From an optimization exercise on the open Yosys and OpenROAD flow, aimed at small area; shortcuts taken in it are not production practice. Function was checked by simulation only, so behaviour that the tests miss may differ from the original. Power figures rest on the tool's default switching activity, not on a simulated workload.

// top
module top(rst, clk, start, btnU, btnR, btnD, btnL, seg, an, led, hsync, vsync, red, green, blue);
    input rst, start, clk, btnU, btnR, btnD, btnL;
    output reg [7:0] seg;
    output [3:0] an;
    output reg [7:0] led;
    output wire hsync;
    output wire vsync;
    output reg [2:0] red;
    output reg [2:0] green;
    output reg [1:0] blue;
    function automatic ule(input [10:0] a, input [10:0] b);
        integer n;
        reg r;
        begin
            r = 1'b1;
            for (n = 0; n < 11; n = n + 1) r = (~a[n] & b[n]) | ((~a[n] | b[n]) & r);
            ule = r;
        end
    endfunction
    function automatic ult(input [10:0] a, input [10:0] b);
        integer n;
        reg r;
        begin
            r = 1'b0;
            for (n = 0; n < 11; n = n + 1) r = (~a[n] & b[n]) | ((~a[n] | b[n]) & r);
            ult = r;
        end
    endfunction
  ...
Size: about 5800 cells after synthesis, roughly 350 flip-flops, about 37 I/O pins, ~36000 sq um of cells after synthesis.
export LEC_CHECK = 0
export ABC_AREA = 1
export CAP_MARGIN = 20
export CORE_MARGIN = 2
export CORE_UTILIZATION = 40
export PLACE_DENSITY = 0.6
export SLEW_MARGIN = 20
create_clock -name core_clock -period 12.0 [get_ports {clk}]
run.sh (not shown) runs the stock make flow with config.mk's settings and CLKGATE_MAP_FILE= SYNTH_SCRIPT=/design/flow/synth_recipe.tcl, a recipe that flattens the netlist after the stock synthesis.
The baseline finished with timing, DRC and antenna clean.
Rerun with:
==> flow/flow/run.sh (new file) <==
#!/bin/bash
set -uo pipefail
W=$PWD
rm -rf "$W/scripts_area"
cp -r "$FLOW_HOME/scripts" "$W/scripts_area"
cp "$W/flow/abc_area.script" "$W/scripts_area/abc_area.script"
export SCRIPTS_DIR="$W/scripts_area"
bash "$W/standard.sh" finish > "$W/standard_flow.log" 2>&1
status=$?
tail -40 "$W/standard_flow.log"
exit $status
==> flow/flow/abc_area.script (new file) <==
strash
&get -n
&fraig -x
&put
scorr
dc2
strash
&get -n
&synch2
&put
dc2
strash
dch -f
map -a
mfs2
strash
&get -n
&synch2
&put
dc2
strash
dch -f
map -a
mfs2
strash
dch -f
map -a
topo
dnsize -c
==> flow/standard.sh (new file) <==
#!/bin/bash
# synth_recipe.tcl (not shown) runs the flow's synth.tcl, then flattens the netlist and writes it again
# the make line also repeats each setting of config.mk as NAME=value (left out here)
make -C /OpenROAD-flow-scripts/flow DESIGN_CONFIG=/design/flow/config.mk WORK_HOME=/design/flow/orfs CLKGATE_MAP_FILE= SYNTH_SCRIPT=/design/flow/synth_recipe.tcl "${@:-finish}"
removed: flow/run.sh
Effect:
- fmax decreases by 8.9%
- setup slack got worse by 0.93 ns
- total power drops by 48%
- register-to-register slack is worse by 0.93 ns
- cell count drops by 12%

========
Another version of the RTL of top (not shown whole).
Size in the first run: roughly 4,800 cells after synthesis, roughly 37 I/O pins, about 28,000 um^2 of cells after synthesis.
export LEC_CHECK = 0
export ABC_AREA = 1
export CAP_MARGIN = 10
export CORE_MARGIN = 2
export CORE_UTILIZATION = 55
export CTS_CLUSTER_DIAMETER = 80
export CTS_CLUSTER_SIZE = 30
export PLACE_DENSITY = 0.7
export SLEW_MARGIN = 10
create_clock -name core_clock -period 12.0 [get_ports {clk}]
standard.sh (not shown) runs the stock make flow with config.mk's settings and CLKGATE_MAP_FILE= SYNTH_SCRIPT=/design/flow/synth_recipe.tcl, a recipe that flattens the netlist after the stock synthesis.
==> flow/flow/run.sh <==
#!/bin/bash
set -uo pipefail
W=$PWD
rm -rf "$W/scripts_area"
cp -r "$FLOW_HOME/scripts" "$W/scripts_area"
cp "$W/flow/abc_area.script" "$W/scripts_area/abc_area.script"
export SCRIPTS_DIR="$W/scripts_area"
export ADDER_MAP_FILE=
bash "$W/standard.sh" finish > "$W/standard_flow.log" 2>&1
status=$?
tail -40 "$W/standard_flow.log"
exit $status
==> flow/flow/abc_area.script <==
strash
&get -n
&fraig -x
&put
scorr
dc2
strash
&get -n
&deepsyn -T 60
&put
dc2
strash
dch -f
map -a
mfs2
strash
dch -f
map -a
topo
dnsize -c
Change:
CAP_MARGIN = 20   (was 10)
SLEW_MARGIN = 20   (was 10)
=> Combinational power hardly moves; register-to-register slack is worse by 0.02 ns; cell area hardly moves; final cell count stays flat; die area is unchanged; wire length barely changes; setup slack is worse by 0.020 ns; clock-buffer cell count stays the same; worst hold slack barely changes; utilization barely changes.
Change:
CAP_MARGIN = 10   (was 20)
CORE_UTILIZATION = 62   (was 55)
PLACE_DENSITY = 0.75   (was 0.7)
SLEW_MARGIN = 10   (was 20)
Result: Worst hold slack stays flat; power shrinks by 1.3%; setup slack improved by 0.24 ns; sequential power barely changes; cell count shrinks by about 1.5%; die area shrinks by about 11%; non-clock buffer count shrinks by 6.
Change:
--- a/flow/flow/run.sh
+++ b/flow/flow/run.sh
@@ -8,2 +8,6 @@
 export ADDER_MAP_FILE=
+export BUFFER_PORTS_ARGS="-buffer_cell sky130_fd_sc_hd__buf_1"
+CTS_SIZE=$(sed -n 's/^export CTS_CLUSTER_SIZE = //p' "$W/config.mk")
+CTS_DIAM=$(sed -n 's/^export CTS_CLUSTER_DIAMETER = //p' "$W/config.mk")
+export CTS_ARGS="-sink_clustering_enable -repair_clock_nets -dont_use_dummy_load -sink_clustering_size ${CTS_SIZE:-30} -sink_clustering_max_diameter ${CTS_DIAM:-80}"
 bash "$W/standard.sh" finish > "$W/standard_flow.log" 2>&1
CORE_UTILIZATION = 60   (was 62)
- The changed run ran to the end with no violations
- clock-buffer cell count decreases by 5
- sequential cell count stays the same
- core utilization fell by 3.4 points
- via count decreases by 2.6%
- sequential power stays flat
- synthesized cell count does not change
- final area shrinks by about 2.2%
- final cell count stays flat
- critical path depth went up by 1
- routed wire length came out lower by about 3%

========
Starting RTL as in the previous note.
export LEC_CHECK = 0
export ABC_AREA = 1
export CAP_MARGIN = 10
export CORE_MARGIN = 2
export CORE_UTILIZATION = 55
export CTS_CLUSTER_DIAMETER = 80
export CTS_CLUSTER_SIZE = 30
export PLACE_DENSITY = 0.7
export SLEW_MARGIN = 10
create_clock -name core_clock -period 12.0 [get_ports {clk}]
==> flow/flow/run.sh <==
#!/bin/bash
set -uo pipefail
W=$PWD
rm -rf "$W/scripts_area"
cp -r "$FLOW_HOME/scripts" "$W/scripts_area"
cp "$W/flow/abc_area.script" "$W/scripts_area/abc_area.script"
export SCRIPTS_DIR="$W/scripts_area"
export ADDER_MAP_FILE=
export BUFFER_PORTS_ARGS="-buffer_cell sky130_fd_sc_hd__buf_1"
bash "$W/standard.sh" finish > "$W/standard_flow.log" 2>&1
status=$?
tail -40 "$W/standard_flow.log"
exit $status
Scripts as last shown in full above: flow/flow/abc_area.script
The first run completed without violations.
Then changed:
--- a/flow/flow/run.sh
+++ b/flow/flow/run.sh
@@ -9,2 +9,5 @@
 export BUFFER_PORTS_ARGS="-buffer_cell sky130_fd_sc_hd__buf_1"
+CTS_SIZE=$(sed -n 's/^export CTS_CLUSTER_SIZE = //p' "$W/config.mk")
+CTS_DIAM=$(sed -n 's/^export CTS_CLUSTER_DIAMETER = //p' "$W/config.mk")
+export CTS_ARGS="-sink_clustering_enable -repair_clock_nets -dont_use_dummy_load -sink_clustering_size ${CTS_SIZE:-30} -sink_clustering_max_diameter ${CTS_DIAM:-80}"
 bash "$W/standard.sh" finish > "$W/standard_flow.log" 2>&1
==> flow/flow/abc_area.script (replaced) <==
strash
&get -n
&fraig -x
&put
scorr
dc2
strash
&get -n
&deepsyn -T 60
&put
dc2
strash
&get -n
&dch -f
&nf -R 30 -p -F 8 -a
&put
mfs2
strash
&get -n
&dch -f
&nf -R 30 -p -F 8 -a
&put
topo
dnsize -c
What happened: Synthesized cell count goes down by 20%. Total power goes down by 42%. Via count goes down by 11%. Final area goes down by 3.1%. Sequential share of layout area goes up by 0.71 points. Utilization goes down by 0.41 points. First-iteration DRC count goes down by 12%. Synthesized area goes down by 2.4%. Die area goes down by 2.4%. Register-to-register slack degrades by 0.14 ns. Critical path depth goes down by 18.

## re-timing with driven ports
In the flow no input, the clock included, has a driving cell. The finished layouts below were timed again as built, in two steps.
Step 1: set_driving_cell puts a clkbuf_16 on clk and a buf_2 on each other input, an assumption about the parent block.
Step 2 also shifts input and output timing later by t, the mid clock arrival at the registers, as if the neighbouring blocks saw the same clock.
Slacks: ideal / step 1 / step 2; pairs: ideal / step 1.
run	t (ns)	setup slack, ns	hold slack, ns
the first run of note 1	0.689	2.547 / 2.547 / 2.547	0.325 / 0.325 / 0.325
the second run of note 1	0.690	1.618 / 1.618 / 1.618	0.327 / 0.327 / 0.327
the first run of note 2	0.708	1.093 / 1.093 / 1.093	0.338 / 0.338 / 0.338
the second run of note 2	0.708	1.074 / 1.074 / 1.074	0.338 / 0.338 / 0.338
the third run of note 2	0.704	1.309 / 1.309 / 1.309	0.336 / 0.336 / 0.336
the fourth run of note 2	0.647	1.264 / 1.264 / 1.264	0.272 / 0.272 / 0.272
the first run of note 3	0.711	1.238 / 1.238 / 1.238	0.337 / 0.337 / 0.337
the second run of note 3	0.625	1.099 / 1.099 / 1.099	0.323 / 0.323 / 0.323
After both steps setup and hold are still met in every run listed.
